Context: an optimization exercise on an open-source flow, tuned for small area, a short achievable clock period and few clock cycles. The choices shown serve that exercise and are no tape-out recipe. Where RTL was checked, it was by simulation tests only, not by an equivalence proof against the original. No activity file was given, so power comes from the tool's default toggle rates.

## old
## qr_decode
module qr_decode(
    input clk,
    input srstn,
    input qr_decode_start,
    input [15:0] sram_rdata,
    output reg [9:0] sram_raddr,
    output reg decode_valid,
    output [7:0] decode_jis8_code,
    output reg qr_decode_finish
);
Settings: LEC_CHECK=0, ABC_AREA=1, ABC_CLOCK_PERIOD_IN_PS=3000, CAP_MARGIN=20, CORE_MARGIN=2, CORE_UTILIZATION=40, SETUP_SLACK_MARGIN=5, SLEW_MARGIN=20; clock period 8.0 ns.
standard.sh (not shown) runs the stock make flow with config.mk's settings and CLKGATE_MAP_FILE= SYNTH_SCRIPT=/design/flow/synth_recipe.tcl, a recipe that flattens the netlist after the stock synthesis.
==> flow/flow/run.sh <==
#!/bin/bash
# Layout flow: the standard flow, except that after the standard synthesis
# the combinational logic is mapped again without the adder cells (half and
# full adders), which are slower and larger here than plain gates. Every
# flip-flop instance of the standard synthesis is kept as it is (blackboxed
# during the remap), so the registers keep their names and cell types.
set -euo pipefail
P=${FLOW_PLATFORM:-sky130hd}
R=orfs/results/$P/qr_decode/base
L=orfs/logs/$P/qr_decode/base
YOSYS=${YOSYS_EXE:-$(command -v yosys || echo "$FLOW_HOME/../tools/install/yosys/bin/yosys")}
LIB=$FLOW_HOME/platforms/$P/lib/sky130_fd_sc_hd__tt_025C_1v80.lib

# 1. standard synthesis
bash standard.sh synth > flow_1_synth.log 2>&1

# 2. remap the combinational logic with the same abc command the synthesis used
cp "$R/1_2_yosys.v" flow_std_netlist.v
ABCLINE=$(grep -m1 '^abc -script' "$L/1_2_yosys.log")
{
  echo "read_liberty -ignore_miss_func $LIB"
  echo "read_verilog flow_std_netlist.v"
  echo "hierarchy -top $FLOW_TOP"
  grep -oE 'sky130_fd_sc_hd__[a-z0-9_]+' flow_std_netlist.v | sort -u | grep -E '__(e?dfx|df|dl|sdf|conb)' | sed 's/^/blackbox /'
  echo "flatten"
  echo "opt_clean"
  echo "$ABCLINE"
  echo "rename -hide w:*.*"
  echo "opt_clean -purge"
  echo "hilomap -singleton -hicell sky130_fd_sc_hd__conb_1 HI -locell sky130_fd_sc_hd__conb_1 LO"
  echo "insbuf -buf sky130_fd_sc_hd__buf_4 A X"
  echo "tee -o flow_remap_stat.txt stat -liberty $LIB"
  echo "write_verilog -noattr -nohex -nodec flow_remapped.v"
} > flow_remap.ys
"$YOSYS" -s flow_remap.ys > flow_2_remap.log 2>&1
# the written netlist, read back against the cell library, must be clean
"$YOSYS" -p "read_liberty -lib $LIB; read_verilog flow_remapped.v; hierarchy -top $FLOW_TOP; check -assert" > flow_2_check.log 2>&1

# the flip-flops must be the standard synthesis's, one for one
grep -oE 'sky130_fd_sc_hd__e?dfx[a-z]*_[0-9]+ [^ ]+' flow_std_netlist.v | sort > flow_ff_std.txt
grep -oE 'sky130_fd_sc_hd__e?dfx[a-z]*_[0-9]+ [^ ]+' flow_remapped.v | sort > flow_ff_new.txt
cmp flow_ff_std.txt flow_ff_new.txt

# 3. the rest of the standard flow from the remapped netlist
cp flow_remapped.v "$R/1_2_yosys.v"
touch "$R/1_2_yosys.v"
bash standard.sh > flow_3_layout.log 2>&1
Input-level comparison between new and old:
--- a/flow/design.v
+++ b/flow/design.v
@@ -149,16 +149,15 @@
 wire [6:0] y0_c = (yLo < frow) ? ya : yB_c;
 wire [4:0] c1 = {hA, 1'b0};
 wire [4:0] wlo = (c1 <= 5'd14) ? 5'd2 : c1 - 5'd12;
 wire [4:0] whi = (c1 >= 5'd18) ? 5'd30 : c1 + 5'd12;
 wire [4:0] arow = sram_raddr[9:5];
 wire [4:0] acol = sram_raddr[4:0];
-wire [4:0] aRow1 = arow + 5'd1;
-wire [9:0] sa_miss = (acol >= 5'd23) ? {aRow1, (aRow1[1:0] == 2'd0) ? 5'd8 : {2'b00, aRow1[1:0], 1'b0}}
-                                      : {arow, acol + 5'd8};
-wire [4:0] sbrow = (arow <= 5'd6) ? 5'd2 : arow - 5'd4 + {4'd0, arow[0]};
+wire [4:0] cst = (acol == 5'd30) ? 5'd2 : acol - 5'd18;
+wire [9:0] sa_miss = (acol >= 5'd21) ? {arow + 5'd1, cst} : {arow, acol + 5'd10};
+wire [4:0] sbrow = (arow <= 5'd7) ? 5'd2 : arow - 5'd5 + {4'd0, ~arow[0]};
 wire [9:0] sa_hit = {sbrow, (acol <= 5'd14) ? 5'd2 : acol - 5'd12};
 wire [9:0] sb_miss = (acol == whi) ? {arow + 5'd2, wlo} : {arow, acol + 5'd2};
 wire [9:0] sb_hit = (acol == 5'd30) ? {arow - 5'd1, 5'd29}
                                     : {arow, (acol >= 5'd18) ? 5'd30 : acol + 5'd12};
 wire rdone = (acol[4:1] == hC + 4'd1);
 wire [9:0] blk0 = {hRm1, hCm1};
==> comparison <==
Going from old to new, detailed-route wire length on metal 1 shrank slightly. Higher total global routing track utilization among new and old: old. Compared with old, new shows a combinational power share that is 4.9 points lower. What new reported for number of gates given a new drive strength after cts has to be multiplied by 1.2 to get the figure for old. Final area is lower on new. Delta (new minus old): number of max-slew violations in the final report saw little to no change; relative area change from synthesis to final layout now sits lower. Taking old as the reference, in new total wire length after detailed routing shows a reduction of about 0.7%; fmax shows an increase of about 0.46%.
Testbench counts of new, summed over its fixed seeds: cycles 38,313.
Function not checked in old: the RTL went through the layout flow alone.

========
Another version of the RTL of qr_decode (not shown whole).
Size: roughly 1800 cells after synthesis, ~39 I/O pins, ~0.011 sq mm of cells after synthesis.
clock: 8.0 ns
lec_check: 0
abc_area: 1
abc_clock_period_in_ps: 3000
cap_margin: 20
core_margin: 2
core_utilization: 40
setup_slack_margin: 5
slew_margin: 20
Scripts as last shown in full above: flow/flow/run.sh
Next try:
--- a/flow/design.v
+++ b/flow/design.v
@@ -201,22 +201,55 @@
 wire [6:0] mOX = negx ? ~{1'b0, vx} : {1'b0, vx};
 wire [6:0] mOY = negy ? ~{1'b0, vy} : {1'b0, vy};
 wire [6:0] pbase = rot[0] ? ya : xa;
 wire oc = sL & (pbase[1:0] == (rot[1] ? 2'd3 : 2'd1));
 wire [6:0] k24 = sL ? 7'd48 : 7'd24;
 wire [6:0] Ox = xa + (negx ? k24 : 7'd0) + {6'd0, oc & ~rot[0]};
 wire [6:0] Oy = ya + (negy ? k24 : 7'd0) + {6'd0, oc & rot[0]};
 wire [1:0] plow = pbase[1:0] + {1'b0, oc};
 wire [1:0] plowB = sL ? plow : plow + 2'd2;
 wire fA = rot[1] ? ({1'b0, plow} + {1'b0, svv}) > 3'd3 : plow < svv;
 wire fB = rot[1] ? ({1'b0, plowB} + {1'b0, svv}) > 3'd3 : plowB < svv;
+reg [1:0] cR3, cL3;
+reg cRd, cLd;
+always @(*) begin
+    case (nc[4:1])
+        4'd12: begin cR3 = 2'd0; cRd = 1'b0; cL3 = 2'd2; cLd = 1'b1; end    
+        4'd11: begin cR3 = 2'd1; cRd = 1'b1; cL3 = 2'd0; cLd = 1'b1; end    
+        4'd10: begin cR3 = 2'd2; cRd = 1'b0; cL3 = 2'd1; cLd = 1'b0; end    
+        4'd9:  begin cR3 = 2'd0; cRd = 1'b0; cL3 = 2'd2; cLd = 1'b1; end    
+        4'd8:  begin cR3 = 2'd1; cRd = 1'b1; cL3 = 2'd0; cLd = 1'b1; end    
+        4'd7:  begin cR3 = 2'd2; cRd = 1'b0; cL3 = 2'd1; cLd = 1'b0; end    
+        default: begin cR3 = 2'd0; cRd = 1'b0; cL3 = 2'd2; cLd = 1'b1; end  
+    endcase
+end
+wire [1:0] r3 = mod3(nr);
+wire zR = (r3 == 2'd0) || (cR3 == 2'd0);
+wire zL = (r3 == 2'd0) || (cL3 == 2'd0);
+wire oR = (r3 == cR3) && !zR;
+wire oL = (r3 == cL3) && !zL;
+wire sR3 = (r3 == 2'd0 && cR3 == 2'd0) || (r3[0] && cR3[1]) || (r3[1] && cR3[0]);
+wire sL3 = (r3 == 2'd0 && cL3 == 2'd0) || (r3[0] && cL3[1]) || (r3[1] && cL3[0]);
+reg mRc, mLc;
+always @(*) begin
+    case (m)     
+        3'd0: begin mRc = ~nr[0];             mLc = nr[0]; end
+        3'd1: begin mRc = ~nr[0];             mLc = ~nr[0]; end
+        3'd2: begin mRc = (cR3 == 2'd0);      mLc = (cL3 == 2'd0); end
+        3'd3: begin mRc = sR3;                mLc = sL3; end
+        3'd4: begin mRc = ~(nr[1] ^ cRd);     mLc = ~(nr[1] ^ cLd); end
+        3'd5: begin mRc = zR;                 mLc = ~nr[0] & zL; end
+        3'd6: begin mRc = ~oR;                mLc = ~(nr[0] ^ oL); end
+        default: begin mRc = ~(nr[0] ^ oR);   mLc = nr[0] ^ oL; end
+    endcase
+end
 wire cinx = (state == S_DATA) & negx;
 wire ciny = (state == S_DATA) & negy;
 wire bsx = (state == S_DEC2 && !tl) || (state == S_PROBE && tl);
 wire [8:0] px = {2'b00, bsx ? xb : xa} + {{2{OX[6]}}, OX} + {8'd0, cinx};
 wire spaneq = (px[7:0] == {1'b0, xb});
 wire [8:0] py = {2'b00, ya} + {{2{OY[6]}}, OY} + {8'd0, ciny};
 reg [1:0] lx, ly;
 always @(*) begin
     lx = px[1:0];
     ly = py[1:0];
     case (rot)
@@ -249,24 +282,24 @@
     cnt_n = cnt;
     colacc_n = ((cnt == 3'd0 || cnt == 3'd4) ? 8'd0 : colacc) | (cnt[0] ? {wcol, 4'd0} : {4'd0, wcol});
     rowacc_n = ((cnt == 3'd0 || cnt == 3'd4) ? 8'd0 : rowacc) | (cnt[1] ? {wrow, 4'd0} : {4'd0, wrow});
     xa_n = xa; ya_n = ya; xb_n = xb;
     sL_n = sL; sR_n = sR; tl_n = tl;
     rot_n = rot; m_n = m; first_n = 1'b0;
     strA_n = strA; strB_n = strB;
     OX_n = mOX; OY_n = mOY;
     pv1_n = 1'b0;
     two1_n = !fmt && !nh && !nstr;
     ft1_n = !fmt ? 2'd0 : (nc == 5'd4) ? 2'd1 : (nc == 5'd3) ? 2'd2 : 2'd3;
-    mR1_n = mbit(m, nr, mc);
-    mL1_n = mbit(m, nr, nc - 5'd1);
+    mR1_n = nh ? mLc : mRc;
+    mL1_n = mLc;
     tg1_n = (late == 2'd0) ? 2'd0 : nh ? 2'd3 : (nr == 5'd22) ? 2'd1 : 2'd2;
     pv_n = 1'b0; two_n = two1; ft_n = ft1; mR_n = mR1; mL_n = mL1; tg_n = tg1;
     late_n = (late != 2'd0) ? late - 2'd1 : 2'd0;
     nc_n = ncR; nr_n = nrr; nh_n = lonext;
     if (fmt) begin
         nr_n = nr; nh_n = 1'b0;
         if (nc == 5'd2) begin
             nc_n = 5'd24; nr_n = 5'd22;
             late_n = 2'd2;
         end else
             nc_n = nc - 5'd1;
The changed run completed without violations.
Worst setup slack degrades by 10 ps.
Total power goes up by 4.5%.
Wire length falls by 2.4%.
Area after synthesis fell by 4.1%.
Utilization grows by 1.9 points.
Non-clock buffer count rose by 13.
Die area decreases by 4.0%.
Final cell count came out lower by 2.1%.
No run of this note included a check of the RTL's function; only the layout flow was run.

-- separate check: timing with driven ports --
The flow's constraints put no driver on any port. The routed layouts listed below were extracted and timed again, unchanged, in two steps.
Step 1 sets driving cells, clkbuf_16 on the clock port and buf_2 on the other inputs (assumed; they add their load-dependent delay and slew).
Step 2 also shifts input and output timing later by t, the mid clock arrival at the registers, as if the neighbouring blocks saw the same clock.
Slacks: ideal ports / drivers / drivers and shift; pairs: ideal ports / drivers.
run | shift t [ns] | setup slack, ns | latest minus earliest clock arrival (ns)
old | 0.482 | 4.964 / 4.973 / 4.497 | 0.014 / 0.014
new | 0.488 | 4.978 / 4.995 / 4.507 | 0.015 / 0.015
the first run of note 2 | 0.483 | 4.856 / 4.805 / 4.430 | 0.013 / 0.013
the second run of note 2 | 0.475 | 4.845 / 4.856 / 4.381 | 0.015 / 0.016
After both steps every run listed still meets setup and hold. For new, which loses most, drivers alone change the setup slack by +0.017 ns; drivers and shift together by -0.471 ns.
